Context: an optimization exercise on an open-source flow, tuned for small area. The choices shown serve that exercise and are no tape-out recipe. Only simulation tests tie the RTL to the original design; equivalence was not proved. Power figures rest on the tool's default switching activity, not on a simulated workload.

==> flow/design.v <==
module Direct (
    input wire clk,
    input wire reset,
    input wire[7:0] ascii,
    input wire press,
    output reg[1:0] direct,
    output reg moving,
    output reg shoot
    );
wire k_a = (ascii == 8'h61);
wire k_d = (ascii == 8'h64);
wire k_w = (ascii == 8'h77);
wire k_s = (ascii == 8'h73);
wire k_j = (ascii == 8'h6A);
always @(posedge clk) begin
    if (reset) begin
        direct <= 2'd0;
        moving <= 1'b0;
        shoot <= 1'b0;
    end
    else begin
        moving <= press & (k_a | k_d | k_w | k_s);
        shoot <= press & k_j;
        if (press & (k_a | k_d | k_w | k_s))
            direct <= {k_w | k_s, k_d | k_s};
    end
end
endmodule
module GameLoop (
    input wire clk,
    input wire reset,
    input wire clk_500ms,
    input wire clk_250ms,
    input wire clk_5s,
    input wire clk_bullet,
    input wire[1:0] direct,
    input wire moving,
    input wire shoot,
    input wire[9:0] pixel_x,
    input wire[9:0] pixel_y,
    input wire press,
    output reg[1:0] category,
    output reg[9:0] addr,
    output reg[1:0] tank_direct,
    output reg alive,
    output reg start,
    output reg[15:0] score,
    output reg player_tank
    );
localparam LEFT = 2'd0;
localparam RIGHT = 2'd1;
localparam UP = 2'd2;
localparam DOWN = 2'd3;
function [5:0] sel6(input [59:0] v, input [3:0] i);
    case (i[3] ? {3'b100, i[0]} : {1'b0, i[2:0]})
        4'd0: sel6 = v[5:0];
        4'd1: sel6 = v[11:6];
        4'd2: sel6 = v[17:12];
        4'd3: sel6 = v[23:18];
        4'd4: sel6 = v[29:24];
        4'd5: sel6 = v[35:30];
        4'd6: sel6 = v[41:36];
        4'd7: sel6 = v[47:42];
        4'd8: sel6 = v[53:48];
        default: sel6 = v[59:54];
    endcase
endfunction
function [1:0] sel2(input [19:0] v, input [3:0] i);
    case (i[3] ? {3'b100, i[0]} : {1'b0, i[2:0]})
        4'd0: sel2 = v[1:0];
        4'd1: sel2 = v[3:2];
        4'd2: sel2 = v[5:4];
        4'd3: sel2 = v[7:6];
        4'd4: sel2 = v[9:8];
        4'd5: sel2 = v[11:10];
        4'd6: sel2 = v[13:12];
        4'd7: sel2 = v[15:14];
        4'd8: sel2 = v[17:16];
        default: sel2 = v[19:18];
    endcase
endfunction
function sel1(input [9:0] v, input [3:0] i);
    case (i[3] ? {3'b100, i[0]} : {1'b0, i[2:0]})
        4'd0: sel1 = v[0];
        4'd1: sel1 = v[1];
        4'd2: sel1 = v[2];
        4'd3: sel1 = v[3];
        4'd4: sel1 = v[4];
        4'd5: sel1 = v[5];
        4'd6: sel1 = v[6];
        4'd7: sel1 = v[7];
        4'd8: sel1 = v[8];
        default: sel1 = v[9];
    endcase
endfunction
function in3(input [5:0] a, input [5:0] b);
    reg [5:0] d;
    begin
        d = a - b;
        in3 = (d[5:2] == 4'd0) & ~(d[1] & d[0]);
    end
endfunction
reg[4:0] random_pos;
always @(posedge clk) begin
    if (reset)
        random_pos <= 5'd0;
    else
        random_pos <= random_pos + 5'd1;
end
reg[2:0] moving_sync;
reg[2:0] clk500_sync;
reg[2:0] shoot_sync;
reg[2:0] clk250_sync;
reg[2:0] clk5s_sync;
reg[2:0] clkbullet_sync;
always @(posedge clk) begin
    if (reset) begin
        moving_sync <= 3'b0;
        clk500_sync <= 3'b0;
        shoot_sync <= 3'b0;
        clk250_sync <= 3'b0;
        clk5s_sync <= 3'b0;
        clkbullet_sync <= 3'b0;
    end
    else begin
        moving_sync <= {moving, moving_sync[2:1]};
        clk500_sync <= {clk_500ms, clk500_sync[2:1]};
        shoot_sync <= {shoot, shoot_sync[2:1]};
        clk250_sync <= {clk_250ms, clk250_sync[2:1]};
        clk5s_sync <= {clk_5s, clk5s_sync[2:1]};
        clkbullet_sync <= {clk_bullet, clkbullet_sync[2:1]};
    end
end
wire moving_edge = ~moving_sync[0] & moving_sync[1];
wire clk500_edge = ~clk500_sync[0] & clk500_sync[1];
wire shoot_edge = ~shoot_sync[0] & shoot_sync[1];
wire clk250_edge = ~clk250_sync[0] & clk250_sync[1];
wire clk5s_edge = ~clk5s_sync[0] & clk5s_sync[1];
wire clkbullet_edge = ~clkbullet_sync[0] & clkbullet_sync[1];
reg[59:0] tx, ty;
reg[19:0] td;
reg[3:0] n_tanks;
reg[3:0] tanks_ptr;
reg[3:0] tanks_p;
reg[3:0] tanks_cnt;
reg tanks_go;
reg tank_turn;
reg[1:0] random_direct;
reg[59:0] bx, by;
reg[19:0] bd;
reg[9:0] bp;
reg[3:0] n_bullets;
reg[3:0] bullets_ptr;
reg bullets_go;
wire[5:0] t0x = tx[5:0];
wire[5:0] t0y = ty[5:0];
wire[1:0] t0d = td[1:0];
wire b_room = (n_bullets < 4'd10);
wire pl_shoot = shoot_edge & b_room;
wire b_pass = ~pl_shoot & (clkbullet_edge | bullets_go);
wire en_shoot = ~pl_shoot & ~b_pass & clk250_edge & b_room;
wire en_fire = en_shoot & (tanks_cnt < n_tanks);
wire[3:0] s_idx = pl_shoot ? 4'd0 : tanks_cnt;
wire[5:0] s_x = sel6(tx, s_idx);
wire[5:0] s_y = sel6(ty, s_idx);
wire[1:0] s_d = sel2(td, s_idx);
reg[5:0] nb_x, nb_y;
reg nb_ok;
always @(*) begin
    case (s_d)
        LEFT:  begin nb_x = s_x - 6'd1; nb_y = s_y + 6'd1; nb_ok = (s_x != 6'd1); end
        RIGHT: begin nb_x = s_x + 6'd3; nb_y = s_y + 6'd1; nb_ok = 1'b1; end
        UP:    begin nb_x = s_x + 6'd1; nb_y = s_y - 6'd1; nb_ok = (s_y != 6'd1); end
        default: begin nb_x = s_x + 6'd1; nb_y = s_y + 6'd3; nb_ok = 1'b1; end
    endcase
end
wire create = (pl_shoot | en_fire) & nb_ok;
wire[9:0] b_out;
genvar g;
generate
    for (g = 0; g < 10; g = g + 1) begin : bo
        wire[5:0] sx = bx[6*g +: 6];
        wire[5:0] sy = by[6*g +: 6];
        assign b_out[g] = (sx == 6'd0) | (sx >= 6'd62) | (sy == 6'd0) | (sy >= 6'd47);
    end
endgenerate
wire p_act = b_pass & (bullets_ptr < n_bullets);
wire p_del = sel1(b_out, bullets_ptr);
wire[3:0] b_last = n_bullets - 4'd1;
wire[3:0] r_idx = p_del ? b_last : bullets_ptr;
wire[5:0] r_x = sel6(bx, r_idx);
wire[5:0] r_y = sel6(by, r_idx);
wire[1:0] r_d = sel2(bd, r_idx);
wire r_p = sel1(bp, r_idx);
reg[5:0] m_x, m_y;
always @(*) begin
    m_x = r_x;
    m_y = r_y;
    if (!p_del) begin
        case (r_d)
            LEFT:  m_x = r_x - 6'd1;
            RIGHT: m_x = r_x + 6'd1;
            UP:    m_y = r_y - 6'd1;
            default: m_y = r_y + 6'd1;
        endcase
    end
end
wire b_we = create | p_act;
wire[3:0] w_idx = create ? n_bullets : bullets_ptr;
wire[5:0] w_x = create ? nb_x : m_x;
wire[5:0] w_y = create ? nb_y : m_y;
wire[1:0] w_d = create ? s_d : r_d;
wire w_p = create ? pl_shoot : r_p;
integer k;
always @(posedge clk) begin
    if (start) begin
        for (k = 0; k < 10; k = k + 1) begin
            if (b_we && w_idx == k) begin
                bx[6*k +: 6] <= w_x;
                by[6*k +: 6] <= w_y;
                bd[2*k +: 2] <= w_d;
                bp[k] <= w_p;
            end
        end
    end
end
always @(posedge clk) begin
    if (reset) begin
        n_bullets <= 4'd0;
        bullets_ptr <= 4'd0;
        bullets_go <= 1'b0;
        tanks_cnt <= 4'd1;
    end
    else if (start) begin
        if (create)
            n_bullets <= n_bullets + 4'd1;
        else if (p_act & p_del)
            n_bullets <= b_last;
        if (b_pass) begin
            if (clkbullet_edge & ~bullets_go)
                bullets_go <= 1'b1;
            if (p_act) begin
                if (!p_del)
                    bullets_ptr <= bullets_ptr + 4'd1;
            end
            else begin
                bullets_ptr <= 4'd0;
                bullets_go <= 1'b0;
            end
        end
        if (en_shoot)
            tanks_cnt <= (tanks_cnt < n_tanks) ? tanks_cnt + 4'd1 : 4'd1;
    end
end
wire[5:0] c_x = sel6(tx, tanks_ptr);
wire[5:0] c_y = sel6(ty, tanks_ptr);
wire[1:0] c_d = sel2(td, tanks_ptr);
wire[3:0] t_last = n_tanks - 4'd1;
wire[5:0] l_x = sel6(tx, t_last);
wire[5:0] l_y = sel6(ty, t_last);
wire[1:0] l_d = sel2(td, t_last);
wire[9:0] hit_e, hit_p;
generate
    for (g = 0; g < 10; g = g + 1) begin : hc
        wire[5:0] sx = bx[6*g +: 6];
        wire[5:0] sy = by[6*g +: 6];
        wire v = (g < n_bullets);
        assign hit_e[g] = v & bp[g] & in3(sx, c_x) & in3(sy, c_y);
        assign hit_p[g] = v & ~bp[g] & in3(sx, t0x) & in3(sy, t0y);
    end
endgenerate
wire spawn = clk5s_edge & (n_tanks < 4'd10);
wire t_pass = clk250_edge | tanks_go;
wire t_act = t_pass & (tanks_ptr != n_tanks);
wire kill = t_act & (|hit_e);
wire turn_on = clk5s_edge | tank_turn;
wire turn_act = turn_on & (tanks_p < n_tanks);
reg[5:0] e_x, e_y;
reg e_bounce;
always @(*) begin
    e_x = c_x;
    e_y = c_y;
    e_bounce = 1'b0;
    case (c_d)
        LEFT:  if (c_x > 6'd1) e_x = c_x - 6'd1; else e_bounce = 1'b1;
        RIGHT: if (c_x < 6'd58) e_x = c_x + 6'd1; else e_bounce = 1'b1;
        UP:    if (c_y > 6'd1) e_y = c_y - 6'd1; else e_bounce = 1'b1;
        default: if (c_y < 6'd43) e_y = c_y + 6'd1; else e_bounce = 1'b1;
    endcase
end
wire[5:0] pw_x = kill ? l_x : e_x;
wire[5:0] pw_y = kill ? l_y : e_y;
wire[1:0] pw_d = kill ? l_d : (e_bounce ? random_direct : c_d);
wire[5:0] sp = {1'b0, random_pos} + 6'd1;
wire pl_move = (moving_edge | clk500_edge) & moving;
reg[5:0] p_x, p_y;
always @(*) begin
    p_x = t0x;
    p_y = t0y;
    case (direct)
        LEFT:  if (t0x > 6'd1) p_x = t0x - 6'd1;
        RIGHT: if (t0x < 6'd58) p_x = t0x + 6'd1;
        UP:    if (t0y > 6'd1) p_y = t0y - 6'd1;
        default: if (t0y < 6'd43) p_y = t0y + 6'd1;
    endcase
end
integer i;
always @(posedge clk) begin
    if (reset) begin
        tx[5:0] <= 6'd1;
        ty[5:0] <= 6'd1;
        td[1:0] <= RIGHT;
    end
    else if (start) begin
        if (pl_move) begin
            tx[5:0] <= p_x;
            ty[5:0] <= p_y;
            td[1:0] <= direct;
        end
    end
end
always @(posedge clk) begin
    if (start) begin
        for (i = 1; i < 10; i = i + 1) begin
            if (t_act && tanks_ptr == i) begin
                tx[6*i +: 6] <= pw_x;
                ty[6*i +: 6] <= pw_y;
            end
            else if (spawn && n_tanks == i) begin
                tx[6*i +: 6] <= sp;
                ty[6*i +: 6] <= sp;
            end
            if ((turn_act && tanks_p == i) || (spawn && n_tanks == i))
                td[2*i +: 2] <= random_direct;
            else if (t_act && tanks_ptr == i)
                td[2*i +: 2] <= pw_d;
        end
    end
end
always @(posedge clk) begin
    if (reset) begin
        n_tanks <= 4'd1;
        tanks_ptr <= 4'd1;
        tanks_go <= 1'b0;
        tanks_p <= 4'd1;
        tank_turn <= 1'b0;
        random_direct <= 2'b00;
        score <= 16'b0;
    end
    else if (start) begin
        if (kill)
            n_tanks <= t_last;
        else if (spawn)
            n_tanks <= n_tanks + 4'd1;
        if (spawn | (t_act & ~kill & e_bounce) | turn_act)
            random_direct <= random_direct + 2'b01;
        if (t_pass) begin
            if (clk250_edge & ~tanks_go)
                tanks_go <= 1'b1;
            if (t_act) begin
                if (!kill)
                    tanks_ptr <= tanks_ptr + 4'd1;
            end
            else begin
                tanks_ptr <= 4'd1;
                tanks_go <= 1'b0;
            end
        end
        if (turn_on) begin
            if (clk5s_edge & ~tank_turn)
                tank_turn <= 1'b1;
            if (turn_act)
                tanks_p <= tanks_p + 4'd1;
            else begin
                tanks_p <= 4'd1;
                tank_turn <= 1'b0;
            end
        end
        if (kill) begin
            if (score[3:0] < 4'd9)
                score[3:0] <= score[3:0] + 4'd1;
            else if (score[7:4] < 4'd9) begin
                score[7:4] <= score[7:4] + 4'd1;
                score[3:0] <= 4'd0;
            end
            else if (score[11:8] < 4'd9) begin
                score[11:8] <= score[11:8] + 4'd1;
                score[7:4] <= 4'd0;
                score[3:0] <= 4'd0;
            end
            else if (score[15:12] < 4'd9) begin
                score[15:12] <= score[15:12] + 4'd1;
                score[11:8] <= 4'd0;
                score[7:4] <= 4'd0;
                score[3:0] <= 4'd0;
            end
        end
    end
end
wire[17:0] px_m = pixel_x * 8'd205;
wire[17:0] py_m = pixel_y * 8'd205;
wire[6:0] qx7 = px_m[17:11];
wire[6:0] qy7 = py_m[17:11];
wire[5:0] qx = (pixel_x >= 10'd630) ? 6'd63 : qx7[5:0];
wire[5:0] qy = (pixel_y >= 10'd630) ? 6'd63 : qy7[5:0];
wire[3:0] rx = pixel_x[3:0] - {qx7[2:0], 1'b0} - {qx7[0], 3'b000};
wire[3:0] ry = pixel_y[3:0] - {qy7[2:0], 1'b0} - {qy7[0], 3'b000};
wire wall = (qx <= 6'd61) & (qy <= 6'd46) &
            ((qx == 6'd0) | (qx >= 6'd61) | (qy == 6'd0) | (qy >= 6'd46));
wire[9:0] b_hit;
wire[9:0] t_hit;
wire[19:0] t_dx, t_dy;
generate
    for (g = 0; g < 10; g = g + 1) begin : pc
        wire[5:0] dx = qx - tx[6*g +: 6];
        wire[5:0] dy = qy - ty[6*g +: 6];
        assign t_dx[2*g +: 2] = dx[1:0];
        assign t_dy[2*g +: 2] = dy[1:0];
        assign t_hit[g] = (g < n_tanks) & (dx[5:2] == 4'd0) & ~(dx[1] & dx[0]) &
                          (dy[5:2] == 4'd0) & ~(dy[1] & dy[0]);
        assign b_hit[g] = (g < n_bullets) & (bx[6*g +: 6] == qx) & (by[6*g +: 6] == qy);
    end
endgenerate
reg[1:0] w_dx, w_dy, w_dir;
integer j;
always @(*) begin
    w_dx = t_dx[1:0];
    w_dy = t_dy[1:0];
    w_dir = td[1:0];
    for (j = 1; j < 10; j = j + 1) begin
        if (t_hit[j]) begin
            w_dx = t_dx[2*j +: 2];
            w_dy = t_dy[2*j +: 2];
            w_dir = td[2*j +: 2];
        end
    end
end
wire w_player = ~(|t_hit[9:1]);
wire[9:0] a_base = {1'b0, ry, 5'd0} - {5'd0, ry, 1'b0} + {6'd0, rx} + 10'd1;
reg[9:0] a_off;
always @(*) begin
    case ({w_dy, w_dx})
        4'b0000: a_off = 10'd0;
        4'b0001: a_off = 10'd10;
        4'b0010: a_off = 10'd20;
        4'b0100: a_off = 10'd300;
        4'b0101: a_off = 10'd310;
        4'b0110: a_off = 10'd320;
        4'b1000: a_off = 10'd600;
        4'b1001: a_off = 10'd610;
        default: a_off = 10'd620;
    endcase
end
always @(posedge clk) begin
    if (reset) begin
        category <= 2'd0;
        tank_direct <= RIGHT;
        addr <= 10'b0;
        player_tank <= 1'b0;
    end
    else if (start) begin
        if (|t_hit) begin
            addr <= a_base + a_off;
            tank_direct <= w_dir;
            player_tank <= w_player;
        end
        if (|b_hit)
            category <= 2'd3;
        else if (|t_hit)
            category <= 2'd2;
        else if (wall)
            category <= 2'd1;
        else
            category <= 2'd0;
    end
end
always @(posedge clk) begin
    if (reset) begin
        alive <= 1'b1;
        start <= 1'b0;
    end
    else if (start) begin
        if (|hit_p)
            alive <= 1'b0;
    end
    else if (alive && press) begin
        start <= 1'b1;
    end
end
endmodule
module TankGame (
    input wire clk,
    input wire reset,
    input wire[7:0] ascii,
    input wire press,
    input wire tick_bullet,
    input wire tick_250ms,
    input wire tick_500ms,
    input wire tick_5s,
    input wire[9:0] pixel_x,
    input wire[9:0] pixel_y,
    output wire[3:0] category,
    output wire[9:0] addr,
    output wire[2:0] tank_direct,
    output wire alive,
    output wire start,
    output wire[15:0] score,
    output wire player_tank
    );
wire[1:0] moving_direct;
wire moving;
wire shoot;
wire[1:0] cat2;
wire[1:0] tdir2;
assign category = {2'b00, cat2};
assign tank_direct = {1'b0, tdir2};
Direct M2 (
    .clk(clk),
    .reset(reset),
    .ascii(ascii),
    .press(press),
    .direct(moving_direct),
    .moving(moving),
    .shoot(shoot)
    );
GameLoop M3 (
    .clk(clk),
    .reset(reset),
    .clk_500ms(tick_500ms),
    .clk_250ms(tick_250ms),
    .clk_5s(tick_5s),
    .clk_bullet(tick_bullet),
    .direct(moving_direct),
    .moving(moving),
    .pixel_x(pixel_x),
    .pixel_y(pixel_y),
    .shoot(shoot),
    .press(press),
    .category(cat2),
    .addr(addr),
    .tank_direct(tdir2),
    .alive(alive),
    .start(start),
    .score(score),
    .player_tank(player_tank)
    );
endmodule
==> flow/run.sh <==
#!/bin/bash
# synth_recipe.tcl (not shown) runs the flow's synth.tcl, then flattens the netlist and writes it again
# the make line also repeats each setting of config.mk as NAME=value (left out here)
make -C /OpenROAD-flow-scripts/flow DESIGN_CONFIG=/design/flow/config.mk WORK_HOME=/design/flow/orfs CLKGATE_MAP_FILE= SYNTH_SCRIPT=/design/flow/synth_recipe.tcl finish
==> flow/config.mk <==
export PLATFORM = sky130hd
export DESIGN_NAME = TankGame
export DESIGN_NICKNAME = TankGame
export VERILOG_FILES = /design/flow/design.v
export SDC_FILE = /design/flow/constraint.sdc
export NUM_CORES = 4
export LEC_CHECK = 0
export CAP_MARGIN = 40
export CORE_MARGIN = 2
export CORE_UTILIZATION = 35
export SLEW_MARGIN = 20
==> flow/constraint.sdc <==
create_clock -name core_clock -period 12.0 [get_ports {clk}]
set_input_delay 2.4000 -clock core_clock [delete_from_list [all_inputs] [get_ports {clk}]]
set_output_delay 2.4000 -clock core_clock [all_outputs]
set_load 0.01 [all_outputs]
==> impl_metrics.tcl, run 1 <==
set metrics [dict create \
    p_seq_share_pct 16.4 \
    setup_ws_ns 0.585 \
    grt-busiest-layer "met2" \
    ios 71 \
    cts-root-buf "clkbuf_16" \
    chipWidth_um 348 \
    power.total_uw 8680 \
    n_fill_cell 11700 \
    yosys.area.top_type "edfxtp_1" \
    start_kind "input pin" \
    yosysSeqAreaShare_pct 24.9 \
    grt_max_degree 50 \
    yosys-top-cells-area "edfxtp_1 20%, ha_1 15%, xnor2_1 5.7%" \
    cts.path.max_buffers 3 \
    initial_utilization_pct 35.2 \
    numCtsBuffers 48 \
    dieArea_um2 121000 \
    final_area_um2 48100 \
    synth_cells 4645 \
    fin_cells 6505 \
    synth_edf_count 276 \
    p_leak_uw 0.0200 \
    p_switching_uw 3720 \
    track_usage_pct 30.0 \
    ff2ff_path_depth 24 \
    fp-row-count 126 \
    end_kind "flop" \
    min_path_cells 1 \
    cpMaxStageDelayCell "fa_1" \
    worstPathArrival_ns 11.91 \
    slowest_delay_ns 0.56 \
    comb_power_share_pct 66.3 \
    synthFlopType "edfxtp_1" \
    syn_area_um2 41500 \
    maxCapViolations 0 \
    p_int_uw 4950 \
    final_util_pct 40.8 \
    die_y_um 348 \
    use_met2_pct 43.9 \
    ir_drop_mv 0.410 \
    slew_violations 0 \
    path_max_fanout 5 \
    path_clk_slew_ns 0.06 \
    grt_overflow 0 \
    setup_violations 0 \
    slew-limit-headroom_pct 34.5 \
    p_per_area_nw_per_um2 180 \
    vias_per_cell 6.11 \
    worst-slew-pin-transition_ns 0.983 \
    wl_per_cell_um 28.8 \
    ys_types 114 \
    htreeDepth 2 \
    first_global_vias 37300 \
    skew_ns 0.0359 \
    port_buffers 67 \
    avgSynthCellArea_um2 8.94 \
    hpwl_um 143000 \
    swShare_pct 42.9 \
    firstDrtPassIters 8 \
    grt_antenna_before_repair 14 \
    ctsHoldBuffers 0 \
    dpl_cell_area_um2 46200 \
    cts_sinks 379 \
    place_ws_ns -0.323 \
    fin_crit_ns 11.42 \
    use_met1_pct 41.9 \
    finalCritPeriodShare_pct 95.1 \
    rsz0062_at_grt "false" \
    ys_ff_latch 379 \
    min_path_type "flop to flop" \
    drc 0 \
    vias 39700 \
    max_freq_mhz 87.6 \
    area_growth_pct 15.8 \
    use_met3_pct 7.52 \
    status "no timing/DRC/antenna violations" \
    p_clk_share_pct 17.3 \
    async_reset_ff_share_pct 0 \
    grt_pass1_wl_um 265000 \
    yosysTopAreaCellShare_pct 20.0 \
    drive_gt1_share_pct 12.5 \
    coreArea_um2 118000 \
    clock_latency_ns 0.66 \
    ant_nets 0 \
    cp.required_ns 12.50 \
    crit_type "input pin to flop" \
    gp_congestion 1.04 \
    yosys_warnings 2 \
    finalHoldViolations 0 \
    wl_um 187000 \
    dp.cells 6403 \
    cts_tree "done" \
    drtIter0Drc 5143 \
    nets 5546 \
]
## stage by stage
stage / TNS, ns / hold slack [ns]
detailed placement: -0.420 / 0.420
global placement: -0.243 / 0.418
CTS: 0 / 0.435
finish: 0 / 0.436
floorplan: 0 / 0.410
global route: 0 / 0.450
## metal layers
metal	up-vias	part of all wire, %
met5	-	0.048
met4	14	4.9
met3	438	12
met2	2306	41
met1	19400	42
li1	17500	-
## final timing paths
kind                                              startpoint                          end  slack, ns
worst max-delay path                              pixel_x[3]      M3.addr[9]$_SDFFE_PP0P_       0.58
worst min-delay path                     M2.shoot$_SDFF_PP0_  M3.shoot_sync[2]$_SDFF_PP0_       0.44
worst max register to register  M3.tanks_ptr[0]$_SDFFE_PP1P_          M3.ty[15]$_DFFE_PP_       3.94
worst min register to register           M2.shoot$_SDFF_PP0_  M3.shoot_sync[2]$_SDFF_PP0_       0.44
## final cells by class
class | count | area [um^2] | share of cell area (%)
clock inverters | 24 | 289 | 0.601
repair buffers | 412 | 3530 | 7.33
clock buffers | 66 | 1290 | 2.68
diodes | 3 | 7.51 | 0.0156
flip-flops and latches | 379 | 10400 | 21.5
multi-input cells | 3660 | 29100 | 60.5
inverters | 425 | 1600 | 3.32
well taps | 1536 | 1920 | 4.00
## power by group through the flow
stage                     logic [uW]  registers [uW]  clock network, uW
after global placement          5500            1450                  0
after detailed placement        5560            1450                  0
after floorplan                 3420            1440                  0
after global routing            6350            1420               1560
after CTS                       5600            1420               1510
final                           5760            1420               1500
## cells in the final DEF (no fill, tap or decap), types with 30 or more instances in the layout
| cell | synthesis | routed |
|---|---|---|
| a22oi_1 | 66 | 66 |
| o21a_1 | 42 | 42 |
| clkbuf_16 | 0 | 48 |
| nand3_1 | 104 | 104 |
| edfxtp_1 | 276 | 276 |
| a21oi_1 | 269 | 253 |
| xor2_1 | 151 | 149 |
| mux4_2 | 32 | 32 |
| mux2i_1 | 118 | 114 |
| mux2_2 | 55 | 55 |
| or3_1 | 30 | 30 |
| clkdlybuf4s50_1 | 0 | 66 |
| nor2_1 | 248 | 244 |
| fa_1 | 101 | 101 |
| nand4_1 | 50 | 50 |
| dfxtp_1 | 103 | 98 |
| buf_4 | 8 | 307 |
| o21ai_0 | 262 | 258 |
| inv_1 | 420 | 418 |
| and3_1 | 45 | 45 |
| nor4_1 | 66 | 63 |
| o211ai_1 | 40 | 40 |
| ha_1 | 484 | 484 |
| xnor2_1 | 271 | 266 |
| a21o_1 | 118 | 118 |
| nor3_1 | 88 | 86 |
| nand2_1 | 310 | 310 |
| o22ai_1 | 46 | 43 |
| a31oi_1 | 56 | 56 |
| nand2b_1 | 57 | 57 |
| nor2b_1 | 101 | 101 |
## critical path, delay by kind of cell
family | cells | cell delay (ns)
adders and majority gates | 9 | 3.79
AOI/OAI and AO/OA | 14 | 1.90
buffers and inverters | 7 | 0.91
muxes | 1 | 0.17
xor gates and xnor gates | 2 | 0.39
and+or+nand+nor | 10 | 2.38
## registers in the layout (all words and copies together) (netlist names), 5 cells and up
signal         count
M3.addr           10
M3.bd             20
M3.bp             10
M3.bx             60
M3.by             60
M3.random_pos      5
M3.score          16
M3.td             20
M3.tx             60
M3.ty             60
## synth_stat cells (46+ instances only)
master	instances
ha_1	484
inv_1	420
nand2_1	310
edfxtp_1	276
xnor2_1	271
a21oi_1	269
o21ai_0	262
nor2_1	248
xor2_1	151
a21o_1	118
mux2i_1	118
clkbuf_1	107
nand3_1	104
dfxtp_1	103
fa_1	101
nor2b_1	101
nor3_1	88
a22oi_1	66
nor4_1	66
nand2b_1	57
a31oi_1	56
mux2_2	55
nand4_1	50
o22ai_1	46
## what timing repair did
action,CTS,global route
setup endpoints to repair,0,3
resized for setup,0,36
buffers inserted,0,2
## cells by family (layout without fill, tap and decap cells)
group,count (synthesis),in the layout,synth area share (%)
AOI/OAI and AO/OA,1208,1208,19.4
xor gates and xnor gates,422,422,8.90
adders and majority gates,585,585,19.5
buffers and inverters,608,927,5.85
DFF,379,379,24.9
muxes,210,210,6.24
other,1,6,0.00903
and+or+nand+nor,1232,1232,15.2
==> run 2: changes to the inputs <==
--- a/flow/design.v
+++ b/flow/design.v
@@ -53,51 +53,41 @@
 localparam DOWN = 2'd3;
-function [5:0] sel6(input [59:0] v, input [3:0] i);
-    case (i[3] ? {3'b100, i[0]} : {1'b0, i[2:0]})
-        4'd0: sel6 = v[5:0];
-        4'd1: sel6 = v[11:6];
-        4'd2: sel6 = v[17:12];
-        4'd3: sel6 = v[23:18];
-        4'd4: sel6 = v[29:24];
-        4'd5: sel6 = v[35:30];
-        4'd6: sel6 = v[41:36];
-        4'd7: sel6 = v[47:42];
-        4'd8: sel6 = v[53:48];
-        default: sel6 = v[59:54];
-    endcase
-endfunction
-function [1:0] sel2(input [19:0] v, input [3:0] i);
-    case (i[3] ? {3'b100, i[0]} : {1'b0, i[2:0]})
-        4'd0: sel2 = v[1:0];
-        4'd1: sel2 = v[3:2];
-        4'd2: sel2 = v[5:4];
-        4'd3: sel2 = v[7:6];
-        4'd4: sel2 = v[9:8];
-        4'd5: sel2 = v[11:10];
-        4'd6: sel2 = v[13:12];
-        4'd7: sel2 = v[15:14];
-        4'd8: sel2 = v[17:16];
-        default: sel2 = v[19:18];
-    endcase
+function [9:0] dec10(input [3:0] i);
+    integer n;
+    begin
+        for (n = 0; n < 8; n = n + 1)
+            dec10[n] = ~i[3] & (i[2:0] == n);
+        dec10[8] = i[3] & ~i[0];
+        dec10[9] = i[3] & i[0];
+    end
 endfunction
-function sel1(input [9:0] v, input [3:0] i);
-    case (i[3] ? {3'b100, i[0]} : {1'b0, i[2:0]})
-        4'd0: sel1 = v[0];
-        4'd1: sel1 = v[1];
-        4'd2: sel1 = v[2];
-        4'd3: sel1 = v[3];
-        4'd4: sel1 = v[4];
-        4'd5: sel1 = v[5];
-        4'd6: sel1 = v[6];
-        4'd7: sel1 = v[7];
-        4'd8: sel1 = v[8];
-        default: sel1 = v[9];
-    endcase
+function [5:0] sel6(input [59:0] v, input [9:0] oh);
+    integer n;
+    begin
+        sel6 = 6'd0;
+        for (n = 0; n < 10; n = n + 1)
+            sel6 = sel6 | (v[6*n +: 6] & {6{oh[n]}});
+    end
 endfunction
-function in3(input [5:0] a, input [5:0] b);
-    reg [5:0] d;
+function [1:0] sel2(input [19:0] v, input [9:0] oh);
+    integer n;
     begin
-        d = a - b;
-        in3 = (d[5:2] == 4'd0) & ~(d[1] & d[0]);
+        sel2 = 2'd0;
+        for (n = 0; n < 10; n = n + 1)
+            sel2 = sel2 | (v[2*n +: 2] & {2{oh[n]}});
     end
 endfunction
+function sel1(input [9:0] v, input [9:0] oh);
+    sel1 = |(v & oh);
+endfunction
+function [7:0] wmask(input [1:0] bl);
+    case (bl)
+        2'd0: wmask = {4'b0000, 4'b0111};
+        2'd1: wmask = {4'b0000, 4'b1110};
+        2'd2: wmask = {4'b0001, 4'b1100};
+        default: wmask = {4'b0011, 4'b1000};
+    endcase
+endfunction
+function in3(input [5:0] a, input [3:0] bh, input [3:0] bh1, input [7:0] m);
+    in3 = ((a[5:2] == bh) & m[a[1:0]]) | ((a[5:2] == bh1) & m[4 + a[1:0]]);
+endfunction
 reg[4:0] random_pos;
@@ -162,3 +152,3 @@
 wire en_fire = en_shoot & (tanks_cnt < n_tanks);
-wire[3:0] s_idx = pl_shoot ? 4'd0 : tanks_cnt;
+wire[9:0] s_idx = pl_shoot ? 10'd1 : dec10(tanks_cnt);
 wire[5:0] s_x = sel6(tx, s_idx);
@@ -187,5 +177,6 @@
 wire p_act = b_pass & (bullets_ptr < n_bullets);
-wire p_del = sel1(b_out, bullets_ptr);
+wire[9:0] bptr_oh = dec10(bullets_ptr);
+wire p_del = sel1(b_out, bptr_oh);
 wire[3:0] b_last = n_bullets - 4'd1;
-wire[3:0] r_idx = p_del ? b_last : bullets_ptr;
+wire[9:0] r_idx = p_del ? dec10(b_last) : bptr_oh;
 wire[5:0] r_x = sel6(bx, r_idx);
@@ -254,9 +245,19 @@
 end
-wire[5:0] c_x = sel6(tx, tanks_ptr);
-wire[5:0] c_y = sel6(ty, tanks_ptr);
-wire[1:0] c_d = sel2(td, tanks_ptr);
+wire[9:0] tptr_oh = dec10(tanks_ptr);
+wire[5:0] c_x = sel6(tx, tptr_oh);
+wire[5:0] c_y = sel6(ty, tptr_oh);
+wire[1:0] c_d = sel2(td, tptr_oh);
+wire[3:0] c_xh1 = c_x[5:2] + 4'd1;
+wire[3:0] c_yh1 = c_y[5:2] + 4'd1;
+wire[3:0] t0_xh1 = t0x[5:2] + 4'd1;
+wire[3:0] t0_yh1 = t0y[5:2] + 4'd1;
+wire[7:0] c_xm = wmask(c_x[1:0]);
+wire[7:0] c_ym = wmask(c_y[1:0]);
+wire[7:0] t0_xm = wmask(t0x[1:0]);
+wire[7:0] t0_ym = wmask(t0y[1:0]);
 wire[3:0] t_last = n_tanks - 4'd1;
-wire[5:0] l_x = sel6(tx, t_last);
-wire[5:0] l_y = sel6(ty, t_last);
-wire[1:0] l_d = sel2(td, t_last);
+wire[9:0] tlast_oh = dec10(t_last);
+wire[5:0] l_x = sel6(tx, tlast_oh);
+wire[5:0] l_y = sel6(ty, tlast_oh);
+wire[1:0] l_d = sel2(td, tlast_oh);
 wire[9:0] hit_e, hit_p;
@@ -267,4 +268,4 @@
         wire v = (g < n_bullets);
-        assign hit_e[g] = v & bp[g] & in3(sx, c_x) & in3(sy, c_y);
-        assign hit_p[g] = v & ~bp[g] & in3(sx, t0x) & in3(sy, t0y);
+        assign hit_e[g] = v & bp[g] & in3(sx, c_x[5:2], c_xh1, c_xm) & in3(sy, c_y[5:2], c_yh1, c_ym);
+        assign hit_p[g] = v & ~bp[g] & in3(sx, t0x[5:2], t0_xh1, t0_xm) & in3(sy, t0y[5:2], t0_yh1, t0_ym);
     end
@@ -399,23 +400,33 @@
 end
-wire[17:0] px_m = pixel_x * 8'd205;
-wire[17:0] py_m = pixel_y * 8'd205;
-wire[6:0] qx7 = px_m[17:11];
-wire[6:0] qy7 = py_m[17:11];
-wire[5:0] qx = (pixel_x >= 10'd630) ? 6'd63 : qx7[5:0];
-wire[5:0] qy = (pixel_y >= 10'd630) ? 6'd63 : qy7[5:0];
-wire[3:0] rx = pixel_x[3:0] - {qx7[2:0], 1'b0} - {qx7[0], 3'b000};
-wire[3:0] ry = pixel_y[3:0] - {qy7[2:0], 1'b0} - {qy7[0], 3'b000};
+wire[9:0] qx10 = pixel_x / 10'd10;
+wire[9:0] qy10 = pixel_y / 10'd10;
+wire[9:0] rx10 = pixel_x % 10'd10;
+wire[9:0] ry10 = pixel_y % 10'd10;
+wire[5:0] qx = (pixel_x >= 10'd630) ? 6'd63 : qx10[5:0];
+wire[5:0] qy = (pixel_y >= 10'd630) ? 6'd63 : qy10[5:0];
+wire[3:0] rx = rx10[3:0];
+wire[3:0] ry = ry10[3:0];
 wire wall = (qx <= 6'd61) & (qy <= 6'd46) &
             ((qx == 6'd0) | (qx >= 6'd61) | (qy == 6'd0) | (qy >= 6'd46));
+wire[3:0] qxh1 = qx[5:2] - 4'd1;
+wire[3:0] qyh1 = qy[5:2] - 4'd1;
+function [7:0] qmask(input [1:0] ql);
+    case (ql)
+        2'd0: qmask = {4'b1100, 4'b0001};
+        2'd1: qmask = {4'b1000, 4'b0011};
+        2'd2: qmask = {4'b0000, 4'b0111};
+        default: qmask = {4'b0000, 4'b1110};
+    endcase
+endfunction
+wire[7:0] qxm = qmask(qx[1:0]);
+wire[7:0] qym = qmask(qy[1:0]);
 wire[9:0] b_hit;
 wire[9:0] t_hit;
-wire[19:0] t_dx, t_dy;
 generate
     for (g = 0; g < 10; g = g + 1) begin : pc
-        wire[5:0] dx = qx - tx[6*g +: 6];
-        wire[5:0] dy = qy - ty[6*g +: 6];
-        assign t_dx[2*g +: 2] = dx[1:0];
-        assign t_dy[2*g +: 2] = dy[1:0];
-        assign t_hit[g] = (g < n_tanks) & (dx[5:2] == 4'd0) & ~(dx[1] & dx[0]) &
-                          (dy[5:2] == 4'd0) & ~(dy[1] & dy[0]);
+        wire[5:0] ex = tx[6*g +: 6];
+        wire[5:0] ey = ty[6*g +: 6];
+        wire mx = ((qx[5:2] == ex[5:2]) & qxm[ex[1:0]]) | ((qxh1 == ex[5:2]) & qxm[4 + ex[1:0]]);
+        wire my = ((qy[5:2] == ey[5:2]) & qym[ey[1:0]]) | ((qyh1 == ey[5:2]) & qym[4 + ey[1:0]]);
+        assign t_hit[g] = (g < n_tanks) & mx & my;
         assign b_hit[g] = (g < n_bullets) & (bx[6*g +: 6] == qx) & (by[6*g +: 6] == qy);
@@ -423,7 +434,7 @@
 endgenerate
-reg[1:0] w_dx, w_dy, w_dir;
+reg[1:0] w_xl, w_yl, w_dir;
 integer j;
 always @(*) begin
-    w_dx = t_dx[1:0];
-    w_dy = t_dy[1:0];
+    w_xl = tx[1:0];
+    w_yl = ty[1:0];
     w_dir = td[1:0];
@@ -431,4 +442,4 @@
         if (t_hit[j]) begin
-            w_dx = t_dx[2*j +: 2];
-            w_dy = t_dy[2*j +: 2];
+            w_xl = tx[6*j +: 2];
+            w_yl = ty[6*j +: 2];
             w_dir = td[2*j +: 2];
@@ -437,2 +448,4 @@
 end
+wire[1:0] w_dx = qx[1:0] - w_xl;
+wire[1:0] w_dy = qy[1:0] - w_yl;
 wire w_player = ~(|t_hit[9:1]);
--- a/flow/config.mk
+++ b/flow/config.mk
@@ -7,2 +7,3 @@
 export LEC_CHECK = 0
+export ABC_AREA = 1
 export CAP_MARGIN = 40
==> run 2 against run 1 <==
  * Power fell by 47%
  * Design area fell by 20%
  * Clock power barely moved
  * Count of clock-buffer cells in the layout fell by 7
  * Maximum frequency rose by 2.0%
  * Critical path depth rose by 14
  * Cell count fell by 6.8%
  * Synthesized cell count rose by 0.71%
  * Global-route usage rose by 6.7 points
  * Area after synthesis fell by 18%
  * Sequential share of layout area rose by 5.4 points
  * Register-to-register slack got worse by 0.27 ns
==> impl_metrics.tcl, run 2 <==
set metrics [dict create \
    status "no timing/DRC/antenna violations" \
    layout_commonest_cell "nand2_1" \
    cts_tree "done" \
    grt_pass1_wl_um 263000 \
    drive_gt1_share_pct 8.55 \
    ff2ff_path_depth 22 \
    ant_nets 0 \
    worstPathArrival_ns 11.72 \
    multi_input_area_um2 20500 \
    chipWidth_um 316 \
    area_growth_pct 12.7 \
    cp.required_ns 12.52 \
    synth_top_cells_by_count "747 x nand2_1, 568 x inv_1, 457 x o21ai_0" \
    nets 4916 \
    crit_type "input pin to flop" \
    area.sequential_um2 10300 \
    slowest_delay_ns 0.56 \
    path_max_fanout 10 \
    max_freq_mhz 89.3 \
    grt_overflow 0 \
    first_global_vias 35100 \
    wl_per_cell_um 31.1 \
    rsz0062_at_grt "false" \
    cpMaxStageDelayCell "ha_1" \
    path_clk_slew_ns 0.06 \
    finalCritPeriodShare_pct 93.3 \
    n_fill_cell 10200 \
    drc 0 \
    end_kind "flop" \
    skew_ns 0.0281 \
    yosys.area.top_type "edfxtp_1" \
    slew-limit-headroom_pct 30.5 \
    worst-slew-pin-transition_ns 1.02 \
    grt_antenna_before_repair 9 \
    htreeDepth 2 \
    finalHoldViolations 0 \
    setup_violations 0 \
    initial_utilization_pct 35.2 \
    fin_crit_ns 11.19 \
    ios 71 \
    dieArea_um2 99700 \
    firstDrtPassIters 9 \
    whs_ns 0.389 \
    maxCapViolations 0 \
    min_path_cells 2 \
    final_cell_mix "747 x nand2_1, 567 x inv_1, 449 x o21ai_0" \
    fin_cells 6061 \
    power.total_uw 4600 \
    yosys-top-cells-area "edfxtp_1 24%, nand2_1 8.2%, xor2_1 6.8%" \
    numCtsBuffers 47 \
    post_cts_buffers 0 \
    wl_um 189000 \
    vias_per_cell 6.33 \
    coreArea_um2 96600 \
    post_cts_resized 0 \
    syn_area_um2 34000 \
    grt_max_degree 52 \
    synth_most_common_cell "nand2_1" \
    track_usage_pct 36.7 \
    ir_drop_mv 0.137 \
    yosys_warnings 2 \
    cts_sinks 379 \
    place_ws_ns 0.398 \
    ys_ff_latch 379 \
    drtIter0Drc 5938 \
    synthFlopType "edfxtp_1" \
    hpwl_um 146000 \
    die_y_um 316 \
    async_reset_ff_share_pct 0 \
    yosysSeqAreaShare_pct 30.4 \
    yosysTopAreaCellShare_pct 24.4 \
    clock_latency_ns 0.67 \
    cts.path.max_buffers 3 \
    setup_tns_ns 0 \
    port_buffers 67 \
    cts-root-buf "clkbuf_16" \
    fp-row-count 114 \
    dp.cells 5963 \
    p_per_area_nw_per_um2 120 \
    slew_violations 0 \
    vias 38400 \
    synth_edf_count 276 \
    ctsHoldBuffers 0 \
    start_kind "input pin" \
    setup_ws_ns 0.807 \
    ys_types 82 \
    avgSynthCellArea_um2 7.28 \
    p_leak_uw 0.0154 \
    gp_congestion 1.14 \
    synth_cells 4678 \
    min_path_type "flop to flop" \
]
[run 2: cell count changes after synthesis, moves of 101 or more]
| cell | previous run | this run |
|---|---|---|
| xnor2_1 | 271 | 55 |
| nand2_1 | 310 | 747 |
| xor2_1 | 151 | 265 |
| nor2b_1 | 101 | 0 |
| mux2i_1 | 118 | 1 |
| inv_1 | 420 | 568 |
| o21ai_0 | 262 | 457 |
| ha_1 | 484 | 128 |
| a21o_1 | 118 | 4 |
[run 2: metrics by stage]
stage | utilization, % | cell area [um^2]
2_1_floorplan | - | 34000
4_1_cts | 39.6 | 38300
3_5_place_dp | 38.0 | 36700
3_3_place_gp | 37.7 | 36400
5_1_grt | 39.7 | 38400
6_report | 39.7 | 38400
[run 2: area by class of cell]
class,count,area share [%]
Sequential cell,379,27.0
Clock inverter,26,0.691
Tap cell,1276,4.16
Timing Repair Buffer,238,5.25
Multi-Input combinational cell,3456,53.4
Antenna cell,3,0.0196
Clock buffer,59,3.43
Inverter,624,6.10
[run 2: report_power, final]
part           switching (uW)  total, uW  internal, uW
logic                    1130       1620           497
clock network             664       1510           851
registers                12.0       1460          1450
total                    1800       4600          2800
[run 2: cell families after synthesis]
family / synth area share, %
adder cells (fa/ha/maj): 5.12
multiplexers: 0.0625
XOR/XNOR: 8.43
flip-flops: 30.4
buffers and inverters: 9.69
other: 0.0110
AND/OR/NAND/NOR: 20.7
AO/OA/AOI/OAI: 25.6
[run 2: per-layer routing]
| layer | track usage [%] | share of wire [%] | up-vias |
|---|---|---|---|
| met2 | 51.3 | 39 | 2974 |
| met1 | 50.0 | 41 | 18100 |
| met5 | 0 | 0.030 | - |
| met3 | 13.6 | 14 | 629 |
| li1 | - | - | 16600 |
| met4 | 16.4 | 5.4 | 8 |
[run 2: final timing paths]
| kind | from | to | slack, ns |
|---|---|---|---|
| setup reg to reg | M3.tanks_ptr[0]$_SDFFE_PP1P_ | M3.tx[15]$_DFFE_PP_ | 3.67 |
| hold / removal | M3.clk500_sync[2]$_SDFF_PP0_ | M3.clk500_sync[1]$_SDFF_PP0_ | 0.39 |
| hold reg to reg | M3.clk500_sync[2]$_SDFF_PP0_ | M3.clk500_sync[1]$_SDFF_PP0_ | 0.39 |
| setup / recovery | pixel_y[8] | M3.addr[9]$_SDFFE_PP0P_ | 0.81 |
[run 2: worst max-delay path, delay by kind of cell]
family / cells / cell delay (ns)
buffers and inverters: 8 / 1.35
adders and majority gates: 5 / 1.80
xor gates and xnor gates: 2 / 0.29
and+or+nand+nor: 27 / 3.45
AOI/OAI and AO/OA: 15 / 2.45
==> run 3: changes to the inputs <==
--- a/flow/config.mk
+++ b/flow/config.mk
@@ -7,3 +7,2 @@
 export LEC_CHECK = 0
-export ABC_AREA = 1
 export CAP_MARGIN = 40
==> run 3 against run 2 <==
  * Synthesized cell count shrank 10%
  * Largest power group is now registers
  * Still clean
  * Clock power shrank 5%
  * Maximum frequency shrank 1.5%
==> impl_metrics.tcl, run 3 <==
set metrics [dict create \
    yosysTopAreaCellShare_pct 22.9 \
    cp_num_cells 41 \
    min_path_cells 1 \
    start_kind "input pin" \
    max_freq_mhz 88.0 \
    path_clk_slew_ns 0.06 \
    grt_antenna_before_repair 5 \
    drc 0 \
    htreeDepth 2 \
    synth_cells 4209 \
    async_reset_ff_share_pct 0 \
    syn_area_um2 36200 \
    yosys-top-cells-area "edfxtp_1 23%, xnor2_1 7.8%, xor2_1 6.8%" \
    status "no timing/DRC/antenna violations" \
    setup_violations 0 \
    crit_type "input pin to flop" \
    dieArea_um2 106000 \
    dp.cells 5481 \
    hpwl_um 125000 \
    cts_tree "done" \
    synth_most_common_cell "xnor2_1" \
    ir_drop_mv 0.100 \
    ys_ff_latch 379 \
    post_cts_buffers 0 \
    cts-root-buf "clkbuf_16" \
    grt_pass1_wl_um 242000 \
    ctsHoldBuffers 0 \
    synth-xor-area-share_pct 15.2 \
    setup_ws_ns 0.633 \
    fp-row-count 118 \
    initial_utilization_pct 35.1 \
    end_kind "flop" \
    cts.path.max_buffers 3 \
    ios 71 \
    grt_overflow 0 \
    chipWidth_um 326 \
    layout_commonest_cell "xnor2_1" \
    timing.critical_path.max_delay_family "compound AO/OA/AOI/OAI gates" \
    place_ws_ns 0.192 \
    ant_nets 0 \
    wl_met3_um 21700 \
    synth_top_cells_by_count "324 x xnor2_1, 280 x xor2_1, 276 x clkbuf_1, 276 x edfxtp_1" \
    clock_latency_ns 0.66 \
    fin_crit_ns 11.37 \
    track_usage_pct 30.8 \
    firstDrtPassIters 13 \
    highest_layer "met5" \
    m1WireLength_um 70600 \
    finalHoldViolations 0 \
    ys_types 129 \
    path_max_fanout 12 \
    p_clk_share_pct 34.6 \
    vias_per_cell 6.50 \
    swShare_pct 35.2 \
    power.total_uw 4170 \
    slowest_delay_ns 0.68 \
    worst-slew-pin-transition_ns 1.01 \
    critPathMostFrequentCell "a21o_1" \
    final_cell_mix "324 x xnor2_1, 279 x xor2_1, 276 x edfxtp_1" \
    port_buffers 67 \
    vias 36300 \
    area_growth_pct 11.6 \
    synth_compound_gate_area_share_pct 22.8 \
    worstPathArrival_ns 11.90 \
    finalCritPeriodShare_pct 94.7 \
    fin_cells 5576 \
    grt_max_degree 47 \
    yosys.area_share.simple_pct 17.1 \
    slew_violations 0 \
    p_seq_share_pct 34.4 \
    p_per_area_nw_per_um2 103 \
    rsz0062_at_grt "false" \
    area.sequential_um2 10300 \
    die_y_um 326 \
    synthFlopType "edfxtp_1" \
    setup_tns_ns 0 \
    drive_gt1_share_pct 10.9 \
    skew_ns 0.0493 \
    dpl_cell_area_um2 38800 \
    path_buf_inv 6 \
    dr_wl_met2_um 68700 \
    cp.required_ns 12.54 \
    final_area_um2 40400 \
    drtIter0Drc 5899 \
    yosys.area.top_type "edfxtp_1" \
    wl_per_cell_um 30.6 \
    synth_edf_count 276 \
    post_cts_resized 0 \
    p_leak_uw 0.0146 \
    slew-limit-headroom_pct 32.7 \
    yosys_warnings 2 \
    first_global_vias 33000 \
    numCtsBuffers 45 \
    p_int_uw 2710 \
    gp_congestion 1.06 \
    synth_mux_area_share_pct 5.27 \
    cpMaxStageDelayCell "clkdlybuf4s50_1" \
    cts_sinks 379 \
    maxCapViolations 0 \
    synth_top_family_by_area "compound AO/OA/AOI/OAI gates" \
    synth_fa_ha_area_share_pct 4.81 \
    coreArea_um2 103000 \
    multi_input_area_um2 23700 \
    yosysSeqAreaShare_pct 28.6 \
    nets 4329 \
    p_switching_uw 1470 \
    n_fill_cell 10500 \
    min_path_type "flop to flop" \
    comb_power_share_pct 31.0 \
    ff2ff_path_depth 33 \
    wl_um 171000 \
    avgSynthCellArea_um2 8.61 \
]
==> run 3: kinds of logic after synthesis <==
logic type,after synthesis
DFF,379
AOI/OAI and AO/OA,1169
other,1
buffers and inverters,547
and+or+nand+nor,1187
adders and majority gates,135
muxes,178
xor gates and xnor gates,613
==> run 3: power groups by stage <==
stage          logic [uW]  clock network [uW]  registers, uW
4_1_cts              1260                1450           1440
2_1_floorplan         853                   0           1460
3_5_place_dp         1250                   0           1460
3_3_place_gp         1230                   0           1470
5_1_grt              1380                1500           1440
6_report             1300                1440           1440
==> run 3: layout make-up <==
cell class              count  share of cell area, %
diodes                      1                0.00619
clock buffers              59                   3.15
clock inverters            24                  0.573
inverters                 151                   1.40
multi-input cells        3285                   58.7
flip-flops and latches    379                   25.6
well taps                1380                   4.27
repair buffers            297                   6.25
==> run 3: worst paths after layout <==
kind              slack (ns)                         from                           to
hold / removal          0.44  M3.shoot_sync[2]$_SDFF_PP0_  M3.shoot_sync[1]$_SDFF_PP0_
setup / recovery        0.63                   pixel_x[7]      M3.addr[9]$_SDFFE_PP0P_
hold reg to reg         0.44  M3.shoot_sync[2]$_SDFF_PP0_  M3.shoot_sync[1]$_SDFF_PP0_
setup reg to reg        3.82   M3.n_tanks[1]$_SDFFE_PP0P_      M3.addr[9]$_SDFFE_PP0P_
==> run 3: through the flow <==
stage	hold WS, ns	util, %
global route	0.454	39.2
detailed placement	0.426	37.7
finish	0.436	39.2
global placement	0.419	37.3
floorplan	0.414	-
CTS	0.443	39.1
==> run 3: layer usage <==
metal	vias up	global-route usage, %
met4	6	14.8
met2	2536	43.6
met1	17600	42.7
met5	-	0
li1	15600	-
met3	519	8.81
==> run 4: changes to the inputs <==
--- a/flow/config.mk
+++ b/flow/config.mk
@@ -7,5 +7,8 @@
 export LEC_CHECK = 0
-export CAP_MARGIN = 40
+export ABC_AREA = 1
+export CAP_MARGIN = 15
 export CORE_MARGIN = 2
-export CORE_UTILIZATION = 35
-export SLEW_MARGIN = 20
+export CORE_UTILIZATION = 45
+export CTS_CLUSTER_DIAMETER = 60
+export CTS_CLUSTER_SIZE = 16
+export SLEW_MARGIN = 15
==> run 4 against run 3 <==
  * Still clean
  * Clock power about the same
  * Design area fell by 7.2%
  * Non-clock buffer count down 107
  * Critical path depth is 18 higher
  * Die area shrank 27%
  * Wire length up 11%
  * Highest routed layer unchanged
==> impl_metrics.tcl, run 4 <==
set metrics [dict create \
    drc 0 \
    yosys-top-cells-area "edfxtp_1 24%, nand2_1 8.2%, xor2_1 6.8%" \
    grt_pass1_wl_um 262000 \
    fin_crit_ns 10.90 \
    post_cts_resized 0 \
    path_clk_slew_ns 0.07 \
    worstPathArrival_ns 11.42 \
    ios 71 \
    dp.cells 5618 \
    use_met1_pct 63.1 \
    min_path_type "flop to flop" \
    layout_commonest_cell "nand2_1" \
    yosysTopAreaCellShare_pct 24.4 \
    synth_edf_count 276 \
    syn_area_um2 34000 \
    cp.required_ns 12.52 \
    grt_antenna_before_repair 9 \
    ant_nets 0 \
    crit_type "input pin to flop" \
    clock_latency_ns 0.65 \
    cpMaxStageDelayCell "clkdlybuf4s50_1" \
    htreeDepth 2 \
    cts-root-buf "clkbuf_16" \
    die_y_um 279 \
    max_freq_mhz 91.7 \
    port_buffers 67 \
    track_usage_pct 47.2 \
    wl_um 189000 \
    ys_ff_latch 379 \
    coreArea_um2 74700 \
    synth_most_common_cell "nand2_1" \
    power.total_uw 4510 \
    ys_types 82 \
    post_cts_buffers 0 \
    place_ws_ns 0.503 \
    wl_per_cell_um 33.1 \
    vias 39000 \
    ctsHoldBuffers 0 \
    slew_violations 0 \
    yosys_warnings 2 \
    finalHoldViolations 0 \
    skew_ns 0.0441 \
    synth_cells 4678 \
    yosys.area.top_type "edfxtp_1" \
    dieArea_um2 77800 \
    grt_overflow 0 \
    end_kind "flop" \
    cts_sinks 379 \
    first_global_vias 34900 \
    chipWidth_um 279 \
    cts_tree "done" \
    initial_utilization_pct 45.6 \
    slowest_delay_ns 0.58 \
    use_met2_pct 62.2 \
    vias_per_cell 6.83 \
    hpwl_um 146000 \
    synthFlopType "edfxtp_1" \
    yosysSeqAreaShare_pct 30.4 \
    rsz0062_at_grt "false" \
    worst-slew-pin-transition_ns 1.39 \
    start_kind "input pin" \
    nets 4864 \
    grt_max_degree 52 \
    setup_tns_ns 0 \
    setup_ws_ns 1.10 \
    gp_congestion 1.18 \
    drive_gt1_share_pct 7.51 \
    firstDrtPassIters 12 \
    drtIter0Drc 6738 \
    fin_cells 5705 \
    status "no timing/DRC/antenna violations" \
    use_met3_pct 23.9 \
    ir_drop_mv 0.104 \
    maxCapViolations 0 \
    slew-limit-headroom_pct 6.57 \
    async_reset_ff_share_pct 0 \
    p_per_area_nw_per_um2 120 \
    avgSynthCellArea_um2 7.28 \
    area_growth_pct 10.2 \
    numCtsBuffers 43 \
    path_max_fanout 8 \
    grt-busiest-layer "met1" \
    synth_top_cells_by_count "747 x nand2_1, 568 x inv_1, 457 x o21ai_0" \
    finalCritPeriodShare_pct 90.8 \
    setup_violations 0 \
    fp-row-count 100 \
    final_cell_mix "747 x nand2_1, 567 x inv_1, 454 x o21ai_0" \
    cts.path.max_buffers 3 \
    p_leak_uw 0.0151 \
]
==> run 4: cell count changes after synthesis, moves of 54 or more <==
cell,change
a22oi_1,-102
nor2_1,+86
o21ai_0,+239
nand2_1,+489
clkbuf_1,-109
a222oi_1,-54
mux2i_1,-124
a21oi_1,+67
xnor2_1,-269
nand3_1,+88
o22ai_1,+118
inv_1,+423
and3_1,-63
==> run 4: stage by stage <==
stage / hold slack [ns] / cell area, um^2 / util (%)
2_1_floorplan: 0.388 / 34000 / -
5_1_grt: 0.426 / 37500 / 50.2
3_3_place_gp: 0.393 / 36000 / 48.1
4_1_cts: 0.403 / 37500 / 50.2
3_5_place_dp: 0.395 / 36000 / 48.1
6_report: 0.399 / 37500 / 50.2
==> run 4: final cells by class <==
cell class / count / area [um^2]
clock buffer: 50 / 1180
multi-input combinational: 3456 / 20500
inverter: 624 / 2340
tap: 969 / 1210
fill: 7545 / 37200
clock inverter: 30 / 349
sequential: 379 / 10300
timing repair buffer: 190 / 1590
antenna: 7 / 17.5
==> run 4: where the power goes <==
| part | internal (uW) | switching, uW |
|---|---|---|
| combinational | 476 | 1130 |
| clock | 764 | 682 |
| sequential | 1450 | 11.6 |
| total | 2690 | 1830 |
==> run 4: worst paths after layout <==
| path | from | endpoint | slack [ns] | cells past startpoint |
|---|---|---|---|---|
| hold / removal | M3.clkbullet_sync[2]$_SDFF_PP0_ | M3.clkbullet_sync[1]$_SDFF_PP0_ | 0.40 | 2 |
| setup / recovery | pixel_x[9] | M3.addr[9]$_SDFFE_PP0P_ | 1.10 | 59 |
| setup reg to reg | M3.tanks_ptr[0]$_SDFFE_PP1P_ | M3.ty[28]$_DFFE_PP_ | 2.59 | 26 |
| hold reg to reg | M3.clkbullet_sync[2]$_SDFF_PP0_ | M3.clkbullet_sync[1]$_SDFF_PP0_ | 0.40 | 2 |
==> run 4: cell families (layout without fill, tap and decap cells) <==
family / Yosys count / count (layout) / synth area share [%]
other: 1 / 10 / 0.0110
buffers and inverters: 845 / 894 / 9.69
and+or+nand+nor: 1584 / 1584 / 20.7
adders and majority gates: 135 / 135 / 5.12
DFF: 379 / 379 / 30.4
xor gates and xnor gates: 324 / 324 / 8.43
muxes: 2 / 2 / 0.0625
AOI/OAI and AO/OA: 1408 / 1408 / 25.6
==> run 4: critical path, delay by kind of cell <==
| kind | cells | cell delay [ns] |
|---|---|---|
| compound gates | 20 | 3.26 |
| buf+inv | 7 | 1.16 |
| simple gates | 25 | 2.81 |
| xor+xnor | 2 | 0.25 |
| fa+ha+maj | 5 | 1.50 |
==> run 4: routing by layer <==
layer  vias to the layer above  part of all wire (%)
li1                      16600                     -
met1                     18400                    39
met2                      3357                    37
met3                       679                    18
met4                        12                   5.6
met5                         -                  0.15
==> run 5: changes to the inputs <==
--- a/flow/design.v
+++ b/flow/design.v
@@ -249,10 +249,2 @@
 wire[1:0] c_d = sel2(td, tptr_oh);
-wire[3:0] c_xh1 = c_x[5:2] + 4'd1;
-wire[3:0] c_yh1 = c_y[5:2] + 4'd1;
-wire[3:0] t0_xh1 = t0x[5:2] + 4'd1;
-wire[3:0] t0_yh1 = t0y[5:2] + 4'd1;
-wire[7:0] c_xm = wmask(c_x[1:0]);
-wire[7:0] c_ym = wmask(c_y[1:0]);
-wire[7:0] t0_xm = wmask(t0x[1:0]);
-wire[7:0] t0_ym = wmask(t0y[1:0]);
 wire[3:0] t_last = n_tanks - 4'd1;
@@ -268,4 +260,9 @@
         wire v = (g < n_bullets);
-        assign hit_e[g] = v & bp[g] & in3(sx, c_x[5:2], c_xh1, c_xm) & in3(sy, c_y[5:2], c_yh1, c_ym);
-        assign hit_p[g] = v & ~bp[g] & in3(sx, t0x[5:2], t0_xh1, t0_xm) & in3(sy, t0y[5:2], t0_yh1, t0_ym);
+        wire[5:0] px_ = bp[g] ? c_x : t0x;
+        wire[5:0] py_ = bp[g] ? c_y : t0y;
+        wire[3:0] pxh1 = px_[5:2] + 4'd1;
+        wire[3:0] pyh1 = py_[5:2] + 4'd1;
+        wire h = v & in3(sx, px_[5:2], pxh1, wmask(px_[1:0])) & in3(sy, py_[5:2], pyh1, wmask(py_[1:0]));
+        assign hit_e[g] = h & bp[g];
+        assign hit_p[g] = h & ~bp[g];
     end
@@ -322,20 +319,24 @@
 end
-always @(posedge clk) begin
-    if (start) begin
-        for (i = 1; i < 10; i = i + 1) begin
-            if (t_act && tanks_ptr == i) begin
-                tx[6*i +: 6] <= pw_x;
-                ty[6*i +: 6] <= pw_y;
-            end
-            else if (spawn && n_tanks == i) begin
-                tx[6*i +: 6] <= sp;
-                ty[6*i +: 6] <= sp;
-            end
-            if ((turn_act && tanks_p == i) || (spawn && n_tanks == i))
-                td[2*i +: 2] <= random_direct;
-            else if (t_act && tanks_ptr == i)
-                td[2*i +: 2] <= pw_d;
-        end
+reg[59:0] tx_n, ty_n;
+reg[19:0] td_n;
+reg sa, sb, sc, sd;
+always @(*) begin
+    tx_n = tx;
+    ty_n = ty;
+    td_n = td;
+    for (i = 1; i < 10; i = i + 1) begin
+        sa = start & t_act & (tanks_ptr == i);
+        sb = start & spawn & (n_tanks == i) & ~sa;
+        tx_n[6*i +: 6] = ({6{sa}} & pw_x) | ({6{sb}} & sp) | ({6{~sa & ~sb}} & tx[6*i +: 6]);
+        ty_n[6*i +: 6] = ({6{sa}} & pw_y) | ({6{sb}} & sp) | ({6{~sa & ~sb}} & ty[6*i +: 6]);
+        sc = start & ((turn_act & (tanks_p == i)) | (spawn & (n_tanks == i)));
+        sd = start & t_act & (tanks_ptr == i) & ~sc;
+        td_n[2*i +: 2] = ({2{sc}} & random_direct) | ({2{sd}} & pw_d) | ({2{~sc & ~sd}} & td[2*i +: 2]);
     end
 end
+always @(posedge clk) begin
+    tx[59:6] <= tx_n[59:6];
+    ty[59:6] <= ty_n[59:6];
+    td[19:2] <= td_n[19:2];
+end
 always @(posedge clk) begin
--- a/flow/config.mk
+++ b/flow/config.mk
@@ -8,7 +8,7 @@
 export ABC_AREA = 1
-export CAP_MARGIN = 15
+export CAP_MARGIN = 25
 export CORE_MARGIN = 2
-export CORE_UTILIZATION = 45
-export CTS_CLUSTER_DIAMETER = 60
-export CTS_CLUSTER_SIZE = 16
-export SLEW_MARGIN = 15
+export CORE_UTILIZATION = 52
+export CTS_CLUSTER_DIAMETER = 80
+export CTS_CLUSTER_SIZE = 24
+export SLEW_MARGIN = 20
==> run 5 against run 4 <==
  * Still clean on timing, DRC and antenna
  * Clock skew shrank 0.0022 ns
  * Design area fell by 5.6%
  * Critical path depth up 3
  * First-iteration DRC count rose by 4.8%
  * Cell count decreased by 3.9%
  * Combinational power is 66% higher
  * Critical path type unchanged
  * Highest routed layer unchanged
==> impl_metrics.tcl, run 5 <==
set metrics [dict create \
    status "no timing/DRC/antenna violations" \
    firstDrtPassIters 10 \
    post_cts_buffers 0 \
    layout_commonest_cell "nand2_1" \
    rr_endpoint "M3.ty[46]$_DFF_P_" \
    cp-endpoint "M3.addr[9]$_SDFFE_PP0P_" \
    gp_congestion 1.14 \
    critPathMostFrequentCell "nand2_1" \
    crit_start "pixel_y[8]" \
    htreeDepth 2 \
    synth_top_cells_by_count "895 x nand2_1, 590 x inv_1, 331 x nor2_1" \
    worstPathArrival_ns 11.57 \
    r2r_slack_ns 2.81 \
    ant_nets 0 \
    cts_tree "done" \
    synth_cells 4603 \
    cts_sinks 379 \
    nets 4823 \
    ys_types 81 \
    path_buf_inv 9 \
    p_leak_uw 0.0152 \
    yosys-top-cells-area "dfxtp_1 14%, edfxtp_1 14%, nand2_1 10%" \
    start_kind "input pin" \
    slew_violations 0 \
    grt_antenna_before_repair 23 \
    n_fill_cell 5929 \
    drive_gt1_share_pct 6.57 \
    dieArea_um2 63900 \
    finalCritPeriodShare_pct 91.9 \
    fin_cells 5482 \
    async_reset_ff_share_pct 0 \
    avgSynthCellArea_um2 7.00 \
    first_global_vias 34800 \
    cpMaxStageDelayCell "ha_1" \
    die_y_um 253 \
    chipWidth_um 253 \
    fin_crit_ns 11.03 \
    skew_ns 0.0419 \
    slowest_delay_ns 0.70 \
    track_usage_pct 55.3 \
    ff2ff_path_depth 22 \
    min_path_type "flop to flop" \
    numCtsBuffers 34 \
    dp.cells 5390 \
    worst-slew-pin-transition_ns 1.31 \
    setup_tns_ns 0 \
    path_max_fanout 20 \
    ir_drop_mv 0.427 \
    synth_most_common_cell "nand2_1" \
    fp-row-count 91 \
    port_buffers 67 \
    vias 38200 \
    post_cts_resized 0 \
    worstReg2RegStart "M3.tanks_ptr[0]$_SDFFE_PP1P_" \
    coreArea_um2 61500 \
    end_kind "flop" \
    min_path_cells 2 \
    vias_per_cell 6.98 \
    ctsHoldBuffers 0 \
    grt_pass1_wl_um 251000 \
    area_growth_pct 10.0 \
    timing.critical_path.max_delay_family "simple AND/OR/NAND/NOR gates" \
    cts.path.max_buffers 3 \
    grt_max_degree 54 \
    yosys.area.top_type "dfxtp_1" \
    ios 71 \
    path_clk_slew_ns 0.08 \
    rsz0062_at_grt "false" \
    drtIter0Drc 7063 \
    cts-root-buf "clkbuf_16" \
    cp_num_cells 62 \
    max_freq_mhz 90.6 \
    hpwl_um 127000 \
    wl_um 179000 \
    finalHoldViolations 0 \
    yosys_warnings 2 \
    p_per_area_nw_per_um2 154 \
    wl_per_cell_um 32.6 \
    final_cell_mix "894 x nand2_1, 589 x inv_1, 325 x o21ai_0" \
    crit_type "input pin to flop" \
    yosysSeqAreaShare_pct 28.2 \
    drc 0 \
    syn_area_um2 32200 \
    ys_ff_latch 379 \
    initial_utilization_pct 52.4 \
    maxCapViolations 0 \
    slew-limit-headroom_pct 11.3 \
    setup_violations 0 \
    yosysTopAreaCellShare_pct 14.2 \
    synth_edf_count 150 \
    cp.required_ns 12.54 \
    clock_latency_ns 0.63 \
    grt_overflow 0 \
    final_util_pct 57.6 \
    synthFlopType "dfxtp_1" \
]
## run 5: layout make-up
cell class                      count  area (um^2)  area share, %
Antenna cell                       18         45.0          0.127
Clock buffer                       40          957           2.70
Clock inverter                     19          269          0.759
Inverter                          640         2400           6.78
Multi-Input combinational cell   3418        20100           56.8
Sequential cell                   379         9090           25.6
Tap cell                          790          988           2.79
Timing Repair Buffer              178         1540           4.35
## run 5: how the worst min path moves through the flow
stage                                 start                            to  slack (ns)
3_5_place_dp   M3.clk500_sync[2]$_SDFF_PP0_  M3.clk500_sync[1]$_SDFF_PP0_        0.39
6_report       M3.clk500_sync[2]$_SDFF_PP0_  M3.clk500_sync[1]$_SDFF_PP0_        0.40
4_1_cts        M3.clk500_sync[2]$_SDFF_PP0_  M3.clk500_sync[1]$_SDFF_PP0_        0.40
2_1_floorplan  M3.clk250_sync[2]$_SDFF_PP0_  M3.clk250_sync[1]$_SDFF_PP0_        0.39
5_1_grt        M3.clk500_sync[2]$_SDFF_PP0_  M3.clk500_sync[1]$_SDFF_PP0_        0.42
3_3_place_gp   M3.clk500_sync[2]$_SDFF_PP0_  M3.clk500_sync[1]$_SDFF_PP0_        0.39
## run 5: cells by family (layout without fill, tap and decap cells)
| group | after synthesis | after routing | share of synthesized area [%] |
|---|---|---|---|
| buffers and inverters | 808 | 877 | 9.76 |
| AND/OR/NAND/NOR | 1784 | 1784 | 24.5 |
| flip-flops | 379 | 379 | 28.2 |
| multiplexers | 4 | 4 | 0.124 |
| adder cells (fa/ha/maj) | 138 | 138 | 5.52 |
| other | 1 | 21 | 0.0116 |
| XOR/XNOR | 320 | 320 | 8.75 |
| AO/OA/AOI/OAI | 1169 | 1169 | 23.2 |
## run 5: routing by layer
metal	part of all wire, %	vias up	GRT usage (%)	wire length [um]
met5	0.11	-	2.24	194
met1	33	17400	59.1	58200
met4	12	16	49.4	21200
li1	-	16100	-	-
met2	39	3378	75.8	69600
met3	17	1286	33.3	29500
## run 5: worst reg2reg max path: stages (launching register included)
cell and delay, ns:
dfxtp_1 0.52, ha_1 0.22, inv_1 0.08, nor2_1 1.00, clkinv_1 1.07, o22ai_1 0.36
nor3_1 0.15, nand2_1 0.89, nand2_1 0.11, o21ai_0 0.17, xor2_1 0.26, o2111ai_1 0.15
o41ai_1 0.50, nand3_1 0.26, o22ai_1 1.00, nand3b_1 0.36, nand2_2 0.28, buf_4 0.32
clkinv_1 0.25, nor2_1 0.16, a21oi_2 0.73, nand2_1 0.13, o211ai_1 0.13
## run 5: report_power, final
group / total (uW) / switching [uW] / leakage, uW / internal [uW]
Sequential: 1480 / 68.2 / 0.00320 / 1410
Combinational: 2680 / 1890 / 0.0114 / 789
Clock: 1280 / 666 / 0.000598 / 616
Total: 5450 / 2630 / 0.0152 / 2820
## run 5: through the flow
stage / total power, uW / cell area [um^2] / setup slack, ns / hold WS (ns)
final: 5450 / 35400 / 0.968 / 0.402
after global routing: 5600 / 35400 / 0.135 / 0.418
after floorplan: 3120 / 32200 / 2.02 / 0.388
after detailed placement: 3970 / 34000 / 0.690 / 0.392
after global placement: 3950 / 33900 / 0.946 / 0.389
after CTS: 5210 / 35200 / 1.25 / 0.399

[static timing again, ports no longer ideal]
In the flow no input, the clock included, has a driving cell. The finished layouts below were timed again as built, in two steps. Step 1, drivers: a clkbuf_16 drives clk and a buf_2 each remaining input, both assumed. Step 2 also shifts input and output timing later by t, the mid clock arrival at the registers, as if the neighbouring blocks saw the same clock. Three values: no drivers, after step 1, after step 2; two values: the first two.
| run | t, ns | setup WS [ns] |
|---|---|---|
| run 1 | 0.714 | 0.585 / 0.623 / -0.091 |
| run 2 | 0.722 | 0.807 / 0.854 / 0.132 |
| run 3 | 0.708 | 0.633 / 0.681 / -0.027 |
| run 4 | 0.696 | 1.099 / 1.146 / 0.450 |
| run 5 | 0.681 | 0.968 / 1.003 / 0.322 |
With both steps, setup timing fails in run 1 and run 3, where it was met with ideal ports.
